This design comes from an exercise in tuning for small area on the open sky130 flow, not from production work. Function was checked by simulation only, so behaviour that the tests miss may differ from the original. Power is estimated from default activity; no workload was simulated.

$ cat flow/run.sh
#!/bin/bash
# synth_recipe.tcl (not shown) runs the flow's synth.tcl, then flattens the netlist and writes it again
# the make line also repeats each setting of config.mk as NAME=value (left out here)
make -C /OpenROAD-flow-scripts/flow DESIGN_CONFIG=/design/flow/config.mk WORK_HOME=/design/flow/orfs CLKGATE_MAP_FILE= SYNTH_SCRIPT=/design/flow/synth_recipe.tcl finish
$ cat flow/config.mk
export PLATFORM = sky130hd
export DESIGN_NAME = top
export DESIGN_NICKNAME = top
export VERILOG_FILES = /design/flow/design.v
export SDC_FILE = /design/flow/constraint.sdc
export NUM_CORES = 4
export LEC_CHECK = 0
export CAP_MARGIN = 20
export CORE_MARGIN = 2
export CORE_UTILIZATION = 40
export SLEW_MARGIN = 20
$ cat flow/constraint.sdc
create_clock -name core_clock -period 10.0 [get_ports {clk}]
set_input_delay 2.0000 -clock core_clock [delete_from_list [all_inputs] [get_ports {clk}]]
set_output_delay 2.0000 -clock core_clock [all_outputs]
set_load 0.01 [all_outputs]
$ cat flow/design.v
module pixel_clk(clk,reset,clkdiv4);
input clk, reset;
output clkdiv4;
reg [1:0] cnt;
assign clkdiv4=(cnt==2'd3);
always@(posedge clk or posedge reset)
begin
    if (reset) cnt<=2'd0;
    else 
     begin
        if (cnt==2'd3) cnt <= 2'd0;   
        else           cnt <= cnt+1;
     end
end
endmodule
module kbd_protocol (reset, clk, en, ps2clk, ps2data, scancode,flag);
  input        reset, clk, en, ps2clk, ps2data;
  output [7:0] scancode;
  output flag;
  reg    [7:0] scancode;
  reg    [7:0] ps2clksamples;  
  reg flag;
  always @(posedge clk or posedge reset)
    if (reset) ps2clksamples <= 8'd0;
      else if (en) ps2clksamples <= {ps2clksamples[7:0], ps2clk};
  wire fall_edge;  
  assign fall_edge = (ps2clksamples[7:4] == 4'hF) & (ps2clksamples[3:0] == 4'h0);
  reg    [9:0] shift;    
  reg    [3:0] cnt;      
  reg          f0;       
  always @(posedge clk or posedge reset)
  begin
    if (reset) 
      begin
        cnt    <= 4'd0;
        scancode <= 8'd0;
        shift    <= 10'd0;
        f0       <= 1'b0;
        flag<=0;
      end  
     else if (en) begin
     flag<=1'd0;
     if (fall_edge)
         begin
           if (cnt == 4'd10)  
             begin
               cnt <= 0;
               if ((shift[0] == 0) && (ps2data == 1) && (^shift[9:1]==1))  
                 begin
                   if (f0)  
                     begin
                       scancode <= shift[8:1];
                       f0 <= 0;
                       flag<=1;
                     end
                    else if (shift[8:1] == 8'hF0) f0 <= 1'b1;
                 end  
             end
            else
             begin
               shift <= {ps2data, shift[9:1]};  
               cnt <= cnt+1;
             end
         end
         end
     end
endmodule
module cnt25 (reset, clk, enable, clkdiv25);
input reset, clk, enable;
output clkdiv25;
reg [5:0] cnt;
assign clkdiv25 =(cnt==5'd24);
always @(posedge reset or posedge clk)
  if (reset) cnt <= 0;
   else if (enable) 
          if (clkdiv25) cnt <= 0;
            else cnt <= cnt + 1;
endmodule
module cnt64 (reset, clk, enable, clkdiv64);
input reset, clk, enable;
output clkdiv64;
reg [5:0] cnt;
assign clkdiv64 = (cnt==8'd63);
always @(posedge reset or posedge clk)
  if (reset) cnt <= 0;
   else if (enable)
       if(clkdiv64) cnt <= 0;
         else cnt <= cnt + 1;
endmodule
module cnt10 (reset, clk, enable, clkdiv10);
input reset, clk, enable;
output clkdiv10;
reg [3:0] cnt;
assign clkdiv10 = (cnt==8'd9);
always @(posedge reset or posedge clk)
  if (reset) cnt <= 0;
   else if (enable) 
        if(clkdiv10)cnt <=0;
           else cnt <= cnt + 1;
endmodule
module TenHertz(reset,clk,tenH_clk);
input clk, reset;
output tenH_clk;
wire clk10Hz;
wire first, second, third, fourth;
cnt25 i0 (reset, clk, 1'b1, first);
cnt25 i1 (reset, clk, first, second);
cnt25 i2 (reset, clk, first & second, third);
cnt10 i3 (reset,clk,first & second & third,fourth);
cnt64 i4 (reset, clk, first & second & third & fourth , clk10Hz);
assign tenH_clk = first & second & third & fourth & clk10Hz;
endmodule
module scancode_decoder(reset,clk,vga_clk,flag,scancode,start_address_out,char_enable,R,G,B);
input [7:0] scancode;
input reset,clk,vga_clk,flag;
output reg char_enable,R,G,B;
output reg [5:0] start_address_out;
always @(posedge clk or posedge reset ) 
begin 
if(reset)
   begin
    char_enable<=0;
     R<=0;
	  G<=0;
	  B<=0;	
   end
else	 begin
   if(vga_clk & flag)
     begin
      case(scancode)
        8'h2B: begin  
					start_address_out<=6'b000000; 
					char_enable<=1; 
					end
        8'h15: begin  
					start_address_out<=6'b010000; 
					char_enable<=1;
					end					
        8'h33: begin  
					start_address_out<=6'b100000; 
					char_enable<=1;
					end
        8'h22: begin  
					start_address_out<=6'b110000 ; 
					char_enable<=1;
					end
			8'h2d:begin
			        R<=1;
					  G<=0;
					  B<=0;
               end	
         8'h34:begin
			        R<=0;
			        G<=1;
					  B<=0;
               end	
	      8'h32:begin
			        R<=0;
					  G<=0;
			        B<=1;
               end	
			8'h44:begin
			        R<=0;
					  G<=0;
					  B<=0;
               end	
			8'h23:begin
			          R<=1;
					  G<=1;
					  B<=1;
               end			
			default : char_enable<=0;
     endcase
  end
  end
end
endmodule
module correct_line(no_line,display_area,starting_address,address_output);
input [5:0]starting_address;
input [3:0]no_line;
input display_area;
output [5:0]address_output;
assign address_output=(display_area) ? starting_address+no_line:0;
endmodule
module myRom(char_enable,address,data_out);
input [5:0] address;
input char_enable;
output [7:0] data_out;
assign data_out= (char_enable) ?(address==6'b000000) ? 8'b11111111 :
								(address==6'b000001) ? 8'b11111111 :		
								(address==6'b000010) ? 8'b11000000 :
								(address==6'b000011) ? 8'b11000000 :
								(address==6'b000100) ? 8'b11000000 :
								(address==6'b000101) ? 8'b11000000 :
					   		(address==6'b000110) ? 8'b11000000 :
								(address==6'b000111) ? 8'b11111111 :
								(address==6'b001000) ? 8'b11111111 :
								(address==6'b001001) ? 8'b11000000 :
								(address==6'b001010) ? 8'b11000000 :
								(address==6'b001011) ? 8'b11000000 :
								(address==6'b001100) ? 8'b11000000 :
								(address==6'b001101) ? 8'b11000000 :
								(address==6'b001110) ? 8'b11000000 :
								(address==6'b001111) ? 8'b11000000 :
								(address==6'b010000) ? 8'b00011000 :		
								(address==6'b010001) ? 8'b01100110 :
								(address==6'b010010) ? 8'b11000011 :
								(address==6'b010011) ? 8'b11000011 :
								(address==6'b010100) ? 8'b11000011 :
								(address==6'b010101) ? 8'b11000011 :
								(address==6'b010110) ? 8'b11000011 :
								(address==6'b010111) ? 8'b11000011 :
								(address==6'b011000) ? 8'b11000011 :
								(address==6'b011001) ? 8'b11000011 :
								(address==6'b011010) ? 8'b11000011 :
								(address==6'b011011) ? 8'b11000011 :
								(address==6'b011100) ? 8'b11000011 :
								(address==6'b011101) ? 8'b11000011 :
								(address==6'b011110) ? 8'b01100110 :
								(address==6'b011111) ? 8'b00011011:
								(address==6'b100000) ? 8'b11000011 :		
								(address==6'b100001) ? 8'b11000011 :
								(address==6'b100010) ? 8'b11000011 :
								(address==6'b100011) ? 8'b11000011 :
								(address==6'b100100) ? 8'b11000011 :
								(address==6'b100101) ? 8'b11000011 :
								(address==6'b100110) ? 8'b11000011 :
								(address==6'b100111) ? 8'b11111111 :
								(address==6'b101000) ? 8'b11111111 :
								(address==6'b101001) ? 8'b11000011 :
								(address==6'b101010) ? 8'b11000011 :
								(address==6'b101011) ? 8'b11000011 :
								(address==6'b101100) ? 8'b11000011 :
								(address==6'b101101) ? 8'b11000011 :
								(address==6'b101110) ? 8'b11000011 :
								(address==6'b101111) ? 8'b11000011 :
								(address==6'b110000) ? 8'b11000011 :		
								(address==6'b110001) ? 8'b11000011 :
								(address==6'b110010) ? 8'b11000011 :
								(address==6'b110011) ? 8'b01100110 :
								(address==6'b110100) ? 8'b01100110 :
								(address==6'b110101) ? 8'b01100110 :
								(address==6'b110110) ? 8'b00111000 :
								(address==6'b110111) ? 8'b00111000 :
								(address==6'b111000) ? 8'b00111000 :
								(address==6'b111001) ? 8'b00111000 :
								(address==6'b111010) ? 8'b01101100 :
								(address==6'b111011) ? 8'b01101100 :
								(address==6'b111100) ? 8'b01100110 :
								(address==6'b111101) ? 8'b11000011 :
								(address==6'b111110) ? 8'b11000011 : 
                             8'b11000011 : 
								8'b00000000; 
endmodule
module piso(reset,parallel_input,clk,vga_clk,display_area,serial_output);
input [7:0] parallel_input;
input clk,vga_clk,display_area,reset;
output reg serial_output;
reg [2:0]cnt;
always @(posedge clk or posedge reset)
begin
 if (reset)
	begin
		cnt<=3'd0;
		serial_output <= 0;
	end
	else if (!vga_clk) ;
	else if (display_area==0) 
    begin
    cnt<=0;
    serial_output <= 0;
    end
	else  
		begin 
          serial_output <= parallel_input[7-cnt];
        if (cnt==3'd7)
		    cnt<=0;
        else
		 cnt<=cnt+1;
		end
end
endmodule
module vgasync(clk,clk25,reset,hsync,vsync,display_area,line);
input clk,clk25,reset;
output hsync,vsync,display_area;
output[3:0] line;
wire hsync,vsync;
reg [9:0] pix_cnt;
reg [8:0] line_cnt;
parameter H_FRONT_PORCH = 16 ;
parameter H_SYNC_PULSE = 96 ;
parameter H_BACK_PORCH = 48 ;
parameter H_VISIBLE_PIXELS = 640 ;
parameter H_END=800;
parameter V_FRONT_PORCH = 12 ;
parameter V_SYNC_PULSE = 2 ;
parameter V_BACK_PORCH = 35 ;   
parameter V_VISIBLE_LINES = 400 ;
parameter V_END=449;
parameter H_LEFT_BORDER=475;
parameter H_RIGHT_BORDER=483;
parameter V_TOP_BORDER=241;
parameter V_BOTTOM_BORDER=256;
always @(posedge clk or posedge reset) 
begin
    if (reset)  
    begin
        pix_cnt<=10'd0;
        line_cnt<=9'd0;	  
    end
    else if (!clk25) ;
    else if (pix_cnt==H_END)  
         begin
          pix_cnt<=10'd0;
             if (line_cnt==V_END)
              line_cnt<=9'd0; 
             else
             line_cnt<=line_cnt+9'd1;  
         end
    else pix_cnt<=pix_cnt+10'd1;  
    end
assign hsync =(pix_cnt>H_FRONT_PORCH-1 && pix_cnt<H_FRONT_PORCH+H_SYNC_PULSE)? 0:1;
assign vsync =(line_cnt>V_FRONT_PORCH-1 && line_cnt<V_FRONT_PORCH+V_SYNC_PULSE)? 1:0; 
assign display_area=(pix_cnt>=H_LEFT_BORDER && pix_cnt<= H_RIGHT_BORDER && line_cnt>=V_TOP_BORDER && line_cnt<=V_BOTTOM_BORDER)? 1:0;
assign line[3:0]=(line_cnt>=V_TOP_BORDER ) ? (line_cnt - V_TOP_BORDER):0;
endmodule
module makeRGB(reset,clk,vga_clk,tenH_clk,display_area,serial_output,Radd,Gadd,Badd,R,G,B);
input reset,clk,vga_clk,tenH_clk,display_area;
input serial_output,Radd,Gadd,Badd;
output reg [2:0]  R,G,B;
reg b1,b2,b3;
always @(posedge clk or posedge reset) begin
 if(reset)
    begin 
     b1 <=0;
	  b2 <=0;
	  b3 <=0;	 
	 end	 
 else if(tenH_clk)
  begin
     b1 <=~b1;
	  b2 <=~b2;
	  b3 <=~b3;
	end  
 end 
always @(posedge clk or posedge reset)  
begin
if (reset)
    begin 
	   R <= 0;
	   G <= 0;
	   B <= 0;
    end
else if (!vga_clk) ;
else if (display_area & serial_output) 
    begin
	   if(Radd & Badd & Gadd)
	      begin 
            R<={b1,b2,b3};
            G<={b1,b2,b3};
            B<={b1,b2,b3};			
          end
		else if(Gadd)	
	     begin  
            R<=3'b000;
            G<=3'b111;
            B<=3'b000;
         end
		else if(Badd)
         begin  
            R<=3'b000;
            G<=3'b000;
            B<=3'b111;
         end
		else if(Radd)
		     begin 
			   R<=3'b111;
            G<=3'b000;
            B<=3'b000;
			  end			
		else
		   begin  
            R<=3'b111;
            G<=3'b111;
            B<=3'b111;
         end
	end
else	
        begin	  
			  R<=3'b000;
           G<=3'b000;
		     B<=3'b000;
			end
end	
endmodule
module make_pwm(reset,clk,clkdiv4,scancode,pwm);
input reset,clk,clkdiv4;
input [7:0] scancode;
output pwm;
reg [9:0]cnt;
reg [6:0]prsinoro;
wire [6:0]sinoro;
wire reset,clkdiv4,first,second,en_nxt;
cnt25 i0 (reset, clk, clkdiv4, first);
cnt25 i1 (reset, clk, clkdiv4 & first, second);
assign en_nxt = clkdiv4 & first & second;
 assign  sinoro = (scancode==8'h2B)?41: 
                  (scancode==8'h15)?51: 
                  (scancode==8'h33)?61: 
                  (scancode==8'h22)?81: 
                   prsinoro;
assign pwm=(cnt<sinoro)?1:0;
  always @(posedge clk or posedge reset) 
   begin
     if(reset) begin cnt <= 9'd0;  end
     else if(en_nxt)
        begin
         if(cnt==10'd800) begin 
            cnt<= 10'd0;
			  end
         else cnt<=cnt+10'd1;
        end
     end 
always @(posedge clk or posedge reset) 
     begin
     if(reset) begin prsinoro <= 41; end
     else if (clkdiv4)
   		prsinoro<=sinoro;	 
     end
endmodule
module top(reset,clk,ps2clk,ps2data,hsync,vsync, Rout, Gout, Bout,pwm);
input reset,clk;
input ps2clk,ps2data;
output hsync,vsync,pwm;
output [2:0]Rout,Gout,Bout;
wire [7:0]scancode,data_out;
wire clkdiv4,display_area,clk,reset,flag,char_enable;
wire [5:0] start_address_out,address_output;
wire serial_output,Radd,Gadd,Badd,tenH_clk;
wire [3:0]no_line;
pixel_clk pix (clk,reset,clkdiv4);
kbd_protocol       kbdp(reset,clk,clkdiv4, ps2clk, ps2data, scancode,flag);
TenHertz th (reset,clk,tenH_clk);
scancode_decoder kbddec(reset,clk,clkdiv4,flag,scancode,start_address_out,char_enable,Radd,Gadd,Badd); 
correct_line cl(no_line,display_area,start_address_out,address_output);
myRom       chr(char_enable,address_output,data_out);
piso         pss(reset,data_out,clk,clkdiv4,display_area,serial_output);
vgasync     syn(clk,clkdiv4,reset,hsync,vsync,display_area,no_line);
makeRGB     clr(reset,clk,clkdiv4,tenH_clk,display_area,serial_output,Radd,Gadd,Badd,Rout,Gout,Bout);
make_pwm   mpwm(reset,clk,clkdiv4,scancode,pwm);
endmodule
==> summary.json <==
{
  "grt": {
    "grt_most_used_layer": "met2",
    "global_route_usage_over_all_layers_pct": 15.62,
    "first_global_vias": 5192,
    "grt_max_degree": 71,
    "grtUsageMet2_pct": 25.93,
    "grt_util_met1_pct": 19.84,
    "global_route_total_overflow": 0,
    "number_of_antenna_violations_at_the_first_check_in_global_routing": 0,
    "use_met3_pct": 3.532,
    "global_route_wire_length_before_repair_mm": 23.81
  },
  "placed_design": {
    "gp_congestion": 0.9079,
    "placed_cells": 948,
    "placement.setup.worst_slack_ps": 4939,
    "dpl.hpwl_mm": 9.399,
    "port-buffer-count": 15
  },
  "logic_synthesis": {
    "post_synth_most_frequent_cells": "dfrtp_1, nor2_1, nand2_1, o21ai_0, inv_1",
    "syn_avg_cell_area_sq_um": 9.736,
    "synth_top_cells_by_area": "dfrtp_1, ha_1, mux2_2, xnor2_1, nor2_1",
    "postSynthRegisterBits": 132,
    "synthesis.area_sq_um": 7127,
    "yosysWarningCount": 10,
    "largest_area_contributor_in_the_netlist": "dfrtp_1",
    "synthDominantCellAreaShare_pct": 44.59,
    "synth.most_common_cell": "dfrtp_1",
    "ys.flop_type": "dfrtp_1",
    "ys_async_sr_fraction_pct": 98.48,
    "syn_nets": 767,
    "synth.yosys.seq_area_share_pct": 46.54,
    "synth_enable_flop_cells": 2,
    "synth.lib_cells_used.distinct": 69,
    "synthesis.instances": 732
  },
  "pwr": {
    "sw_frac_of_total_pct": 21.03,
    "share_clk_of_total_power_pct": 54.6,
    "worst_ir_drop_vdd_v": 0.0001220,
    "power_frac_seq_pct": 44.3,
    "share_comb_of_total_power_pct": 1.1,
    "p_int_uw": 959.6,
    "power-per-cell-area_nw_per_um2": 149.9,
    "power_switching_uw": 255.6,
    "leakage_nw": 3.569,
    "p_total_mw": 1.215
  },
  "clock_network": {
    "tritoncts": "built",
    "post_cts_resized": 0,
    "clk_transition_reported_paths_ps": 60,
    "postCtsHoldBufs": 0,
    "worstSkewPairLatency_ps": 420,
    "postCtsSetupRepairBufs": 0,
    "clockBufferDepth": 2,
    "htree_num_levels": 4,
    "cts_buffers": 17,
    "cts_sinks": 132,
    "cts.root.buffer_cell": "clkbuf_16"
  },
  "critical_path": {
    "crit_chain": "nor2b_1 -> nand3_1 -> nor2_1 -> o21ai_0 -> a21oi_1 -> a31oi_1 -> ha_1 -> a21o_1 -> a21oi_1 -> nor2_1 -> o21ai_0 -> o311a_1 -> clkdlybuf4s50_1",
    "setup.worst_path.class": "reg -> out",
    "worstPathArrival_ps": 3510,
    "cp_slowest_cell": "clkdlybuf4s50_1",
    "critical_path.max_stage_delay_ps": 540,
    "setup.worst_path.end_class": "output pin",
    "critPathMaxFanout": 8,
    "worst_setup_path_start_kind": "flip-flop",
    "worst-endpoint-required_ps": 8000
  },
  "hold_path": {
    "timing.hold.worst.class": "reg -> reg"
  },
  "drt": {
    "wl_per_cell_um": 14.00,
    "drt-total-wl_mm": 13.72,
    "detailedRoute.firstIterationViolations": 278,
    "post_drt_via_cell_ratio": 5.451,
    "antenna_left": 0,
    "drt_pass1_iterations": 5,
    "drc": 0,
    "routed-via-count": 5342
  },
  "flow_run": {
    "maxCapViolCount": 0
  },
  "floorplanning": {
    "die_width_um": 137.5,
    "core-area_sq_um": 17360,
    "die_area_sq_um": 18900,
    "placement_rows": 48,
    "die_height_um": 137.5,
    "initial_core_util_pct": 41.06,
    "floorplan.io_pins": 16
  },
  "finish": {
    "finalNetCount": 777,
    "drive_above_1_share_pct": 10.86,
    "layout.filler_cells": 1609,
    "layout.cells.non_filler": 980,
    "num_antenna_cells": 0,
    "area_delta_synth_final_pct": 13.78
  },
  "timing": {
    "finalMaxSlewViolations": 0,
    "layout_setup_ws_ps": 4493,
    "max_freq_mhz": 181.6,
    "layout_worst_path_cycle_share_pct": 55.07,
    "worstMarginPinSlew_ps": 992.8,
    "final.setup.tns_ps": 0,
    "post-route-min-period_ps": 5507,
    "setup_viol": 0,
    "skew_ps": 9.814,
    "unrepaired_setup_endpoints_after_global_routing": "false",
    "fin_hold_ws_ps": 426.8,
    "slew-limit-headroom_pct": 33.20,
    "final_hold_viol_count": 0
  },
  "outcome": {
    "status": "timing/DRC/antenna clean"
  }
}
==> per-stage QoR <==
stage	cell area, sq um	utilization (%)
after floorplan	7127	-
after global placement	7482	43.11
after detailed placement	7482	43.11
after CTS	8109	46.72
after global routing	8109	46.72
final	8109	46.72
==> sequential cells by signal (all words and copies together), names as in the netlist, 2 cells and up <==
register                  flops
clr.B                         3
clr.G                         3
clr.R                         3
kbddec.start_address_out      2
kbdp.cnt                      4
kbdp.ps2clksamples            8
kbdp.scancode                 8
kbdp.shift                   10
mpwm.cnt                     10
mpwm.i0.cnt                   6
mpwm.i1.cnt                   6
mpwm.prsinoro                 7
pix.cnt                       2
pss.cnt                       3
syn.line_cnt                  9
syn.pix_cnt                  10
th.i0.cnt                     6
th.i1.cnt                     6
th.i2.cnt                     6
th.i3.cnt                     4
th.i4.cnt                     6
==> power groups by stage <==
stage / Clock [mW] / Combinational [mW] / Sequential (mW)
floorplan: 0 / 0.00940 / 0.548
global placement: 0 / 0.0143 / 0.548
detailed placement: 0 / 0.0148 / 0.548
CTS: 0.680 / 0.0149 / 0.538
global route: 0.705 / 0.0163 / 0.538
finish: 0.663 / 0.0136 / 0.538
==> placed cells by master, fill, tap and decap left out, types with 5 or more instances in the layout <==
master           instances
dfrtp_1                127
nor2_1                  66
nand2_1                 62
o21ai_0                 47
inv_1                   43
nand3_1                 36
ha_1                    30
xnor2_1                 29
xor2_1                  27
mux2_2                  25
nand4_1                 19
clkbuf_16               17
a21oi_1                 15
clkdlybuf4s50_1         15
and3_1                  11
nor2b_1                 11
a31oi_1                 11
nand2b_1                10
o22ai_1                 10
or3_1                    7
nor3_1                   7
nor4_1                   7
nand4b_1                 6
mux2i_1                  6
and4_1                   6
nor3b_1                  6
o211ai_1                 5
a21o_1                   5
and2_1                   5
buf_4                    5
==> per-layer routing <==
metal / vias up / part of all wire (%)
li1: 2609 / -
met1: 2638 / 46
met2: 79 / 49
met3: 16 / 3.3
met4: 0 / 1.3
met5: - / 0
==> kinds of logic after synthesis <==
family                   count (synthesis)  synth area share (%)
AND/OR/NAND/NOR                        286                 21.47
multiplexers                            31                 4.793
AO/OA/AOI/OAI                          123                 10.89
buffers and inverters                   73                 3.985
XOR/XNOR                                56                 6.882
adder cells (fa/ha/maj)                 31                 5.442
flip-flops                             132                 46.54
==> worst max-delay path: cells and delay by family, from the launching register on <==
kind / cells / cell delay (ps)
flops: 1 / 380
fa+ha+maj: 1 / 330
simple gates: 4 / 880
buf+inv: 1 / 540
compound gates: 7 / 960
==> path summary, 6_finish.rpt <==
check | end | slack (ps) | startpoint | cells after the start
max in group asynchronous | th.i4.cnt[2] | 6480 | reset | 3
worst max-delay path | pwm | 4490 | kbdp.scancode[1] | 13
min in group asynchronous | mpwm.i0.cnt[1] | 2250 | reset | 2
worst min-delay path | pix.cnt[0] | 430 | pix.cnt[0] | 1
worst min register to register | pix.cnt[0] | 430 | pix.cnt[0] | 1
worst max register to register | pss.serial_output | 6480 | syn.line_cnt[0] | 9
==> layout make-up <==
type / count / area [sq um] / share of cell area, %
well taps: 225 / 281.5 / 3.472
inverters: 44 / 167.7 / 2.068
clock inverters: 14 / 197.7 / 2.438
clock buffers: 18 / 429.2 / 5.292
multi-input cells: 527 / 3528 / 43.51
repair buffers: 20 / 187.7 / 2.314
flip-flops and latches: 132 / 3317 / 40.90

## what the ideal ports hide
The results above use ideal ports. As a check the final layout listed here was re-extracted and re-timed, cells and wires unchanged.
Step 1 (the two cells are an assumption about what drives the block):
set clk [get_ports {clk}]
set_driving_cell -lib_cell sky130_fd_sc_hd__clkbuf_16 $clk
set_driving_cell -lib_cell sky130_fd_sc_hd__buf_2 [delete_from_list [all_inputs] $clk]
Step 2 moves the port delays by t, midway between the first and last clock arrival at a register: inputs arrive t later, outputs are due t later. That takes back most of the time a late clock gives input paths.
Slacks: no drivers / after step 1 / after step 2; pairs: no drivers / after step 1.
shift t [ns]: 0.458
setup WS [ns]: 4.493 / 4.453 / 4.911
clock arrival spread, ns: 0.010 / 0.010
worst register clock-pin slew, ns: 0.06 / 0.06
worst slew at a driven data input, ns: 0.04
After both steps setup and hold are still met in this run. The setup slack of this run moves by -0.040 ns with the drivers and by +0.418 ns with both steps.
